This design comes from an exercise in tuning for small area on the open sky130 flow, not from production work.
The RTL was checked by simulation tests, not by an equivalence proof against the original design.
No activity file was given, so power comes from the tool's default toggle rates.

== v21 ==
==> flow/design.v (excerpt) <==
module video_uut (
    input  wire         clk_i           , 
    input  wire         rst_i           , 
    input  wire         cen_i           , 
    input  wire         vid_sel_i       , 
    input  wire [29:0]  probes_i,
    input  wire [7:0]   square_length_1_i ,
    input  wire [7:0]   square_length_2_i ,
    input  wire [1:0]   speed_mult_1_i,
    input  wire [1:0]   speed_mult_2_i,
    input  wire [19:0]  vdat_bars_i     , 
    input  wire [19:0]  vdat_colour_i   , 
    input  wire [3:0]   fvht_i          , 
    output wire [3:0]   fvht_o          ,
    output wire [19:0]  video_o
);
reg [7:0]  square_length_1;
reg [7:0]  square_length_2;
reg [1:0]  speed_mult_1;
reg [1:0]  speed_mult_2;
reg [1:0]  speed_mult_3;
reg [3:0]  fvht_d1;
reg [3:0]  fvht_d2;
reg [3:0]  fvht_d3;
reg [11:0] column_counter;
reg [11:0] line_counter;
reg [19:0] probe_px;
reg [11:0] pos_x_1;
reg [10:0] pos_y_1;
reg [11:0] pos_x_2;
reg [10:0] pos_y_2;
reg [3:0]  direction;  
reg [19:0] sq1_px;
reg        sq1_on;
reg        sq2_on;
reg        sq2_odd;
reg [19:0] vdat_bars_d1;
reg [19:0] out_color;
reg [19:0] vid_d1;
function automatic [12:0] add12;    
    input [11:0] a;
    input [11:0] b;
    input        ci;
  ...
==> flow/config.mk <==
export PLATFORM = sky130hd
export DESIGN_NAME = video_uut
export DESIGN_NICKNAME = video_uut
export VERILOG_FILES = /design/flow/design.v
export SDC_FILE = /design/flow/constraint.sdc
export NUM_CORES = 4
export LEC_CHECK = 0
export ABC_AREA = 1
export CAP_MARGIN = 0
export CORE_MARGIN = 2
export CORE_UTILIZATION = 45
export SLEW_MARGIN = 0
==> flow/constraint.sdc <==
create_clock -name core_clock -period 6.7 [get_ports {clk_i}]
set_input_delay 1.3400 -clock core_clock [delete_from_list [all_inputs] [get_ports {clk_i}]]
set_output_delay 1.3400 -clock core_clock [all_outputs]
set_load 0.01 [all_outputs]
standard.sh (not shown) runs the stock make flow with config.mk's settings and CLKGATE_MAP_FILE= SYNTH_SCRIPT=/design/flow/synth_recipe.tcl, a recipe that flattens the netlist after the stock synthesis.
==> flow/flow/run.sh <==
#!/bin/bash
# Standard ORFS flow with the standard synthesis, plus:
#  - area-driven restructuring of the combinational logic after floorplan
#  - port buffers from the smallest buffer cell
#  - clock tree of clkbuf_8 sink clusters (up to 14 flops), no dummy loads
set -euo pipefail
ARGS=("BUFFER_PORTS_ARGS=-buffer_cell sky130_fd_sc_hd__buf_1"
      "CTS_ARGS=-sink_clustering_enable -repair_clock_nets -buf_list sky130_fd_sc_hd__clkbuf_8 -sink_clustering_size 14 -sink_clustering_max_diameter 80 -dont_use_dummy_load")
bash standard.sh "${ARGS[@]}" floorplan > standard_floorplan.log 2>&1
export RES_DIR=$PWD/orfs/results/$FLOW_PLATFORM/video_uut/base
export RMP_DIR=$PWD/rmp
export DONT_USE="sky130_fd_sc_hd__probe_p_8 sky130_fd_sc_hd__probec_p_8 sky130_fd_sc_hd__lpflow_*"
# the mapping library for the restructuring leaves out the don't-use cells
mkdir -p "$RMP_DIR"
export RMP_LIB=$RMP_DIR/mapping.lib
python3 flow/filter_lib.py "$FLOW_HOME/platforms/sky130hd/lib/sky130_fd_sc_hd__tt_025C_1v80.lib" "$RMP_LIB" "$DONT_USE" > filter_lib.log 2>&1
openroad -no_init -exit flow/restructure.tcl > restructure.log 2>&1
bash standard.sh "${ARGS[@]}" finish > standard_finish.log 2>&1
Other scripts of this flow, unchanged in this note and not shown: flow/flow/filter_lib.py, flow/flow/restructure.tcl
Input-level comparison between v38 and v21:
- changing CAP_MARGIN from 0 to 20
- setting GPL_TIMING_DRIVEN to 0 for the first time
- changing SLEW_MARGIN from 0 to 20
## What came out
Maximum number of pins on one net before global-route repair | v38 above v21
I/O pin count: v38 vs v21, no meaningful difference
When v38 is set beside v21, its via count of the first global-routing pass turns out to be 432 larger.
Looking at worst setup path endpoint, the out_color[8]$_SDFFE_PP0P_ result is from v38; the pos_x_2[5]$_SDFF_PP0_ one comes from v21.
Launching instance or port of the critical path = sq1_on$_SDFFE_PP0P_: v38; launching instance or port of the critical path = square_length_2[0]$_SDFFCE_PN0P_: v21
There was hardly any difference in detailed placer's ending HPWL between v21 and v38.
v38 does worse than v21 on time the worst path needs with I/O delays and setup.
The maximum frequency in v38 sits about 13% below the value recorded for v21.
Against v21, the final cell area of v38 is higher.
Setup slack in v38 is smaller than in v21.
## Diff of input files: v15 against v38
- a deleted GPL_TIMING_DRIVEN that had been 0
--- a/flow/flow/run.sh
+++ b/flow/flow/run.sh
@@ -6,5 +6,5 @@
 set -euo pipefail
 ARGS=("BUFFER_PORTS_ARGS=-buffer_cell sky130_fd_sc_hd__buf_1"
-      "CTS_ARGS=-sink_clustering_enable -repair_clock_nets -buf_list sky130_fd_sc_hd__clkbuf_8 -sink_clustering_size 14 -sink_clustering_max_diameter 80 -dont_use_dummy_load")
+      "CTS_ARGS=-sink_clustering_enable -repair_clock_nets -buf_list sky130_fd_sc_hd__clkbuf_4 -sink_clustering_size 9 -sink_clustering_max_diameter 50 -dont_use_dummy_load")
 bash standard.sh "${ARGS[@]}" floorplan > standard_floorplan.log 2>&1
 export RES_DIR=$PWD/orfs/results/$FLOW_PLATFORM/video_uut/base
From v38 to v15 the numbers moved as follows: worst reg2reg path depth fell by 3; areal power density over the cells rose by 0.67 nW/um^2; fraction of area in multi-input gates stayed essentially flat.
Utilization down 0.24 points in v15 wrt v38
The lower worst setup slack of v38 and v15 is in v38.
The total wire length after detailed routing of v38 and that of v15 are within noise of each other.
Relative to v38, count of clock-buffer cells in the layout has increased by 16 in v15.
Changes in v55 relative to v15:
--- a/flow/flow/run.sh
+++ b/flow/flow/run.sh
@@ -6,5 +6,5 @@
 set -euo pipefail
 ARGS=("BUFFER_PORTS_ARGS=-buffer_cell sky130_fd_sc_hd__buf_1"
-      "CTS_ARGS=-sink_clustering_enable -repair_clock_nets -buf_list sky130_fd_sc_hd__clkbuf_4 -sink_clustering_size 9 -sink_clustering_max_diameter 50 -dont_use_dummy_load")
+      "CTS_ARGS=-sink_clustering_enable -repair_clock_nets -buf_list sky130_fd_sc_hd__clkbuf_8 -sink_clustering_size 14 -sink_clustering_max_diameter 80 -dont_use_dummy_load")
 bash standard.sh "${ARGS[@]}" floorplan > standard_floorplan.log 2>&1
 export RES_DIR=$PWD/orfs/results/$FLOW_PLATFORM/video_uut/base
### Flow results
On clock-cell share of area, v15 and v55 are basically level.
v55 vs. v15: global-route usage fell 0.19 points; insertion delay of the later-clocked pin in the worst-skew pair fell 120 ps; final critical delay including setup and external delays fell 7.1 ps.
Remaining number of nets flagged by the antenna check after routing: v15 vs v55, no meaningful difference

==> re-timing with driven ports <==
How much do the figures lean on ideal ports? The routed layouts below were timed once more, with nothing changed but the port constraints. Step 1: set_driving_cell puts a clkbuf_16 on clk_i and a buf_2 on each other input, an assumption about the parent block. Step 2 adds t to the input delays and takes it off the output delays; t is the mean of the earliest and latest rising clock arrival at the registers after step 1. Input paths then give back, and output paths get back, about the clock's delay inside the block. Three values: ideal, step 1, step 2; two values: the first two.
run | t, ns | setup slack, ns | hold WS [ns] | worst register clock-pin slew, ns
v21 | 0.571 | 1.381 / 1.381 / 0.999 | 0.450 / 0.450 / 0.450 | 0.10 / 0.10
v38 | 0.562 | 0.605 / 0.605 / 0.169 | 0.426 / 0.426 / 0.426 | 0.10 / 0.10
v15 | 0.647 | 1.374 / 1.374 / 0.956 | 0.438 / 0.438 / 0.438 | 0.10 / 0.10
v55 | 0.571 | 1.381 / 1.381 / 0.999 | 0.450 / 0.450 / 0.450 | 0.10 / 0.10
After both steps every run listed still meets setup and hold. For v38, which loses most, drivers alone change the setup slack by 0.000 ns; drivers and shift together by -0.436 ns.
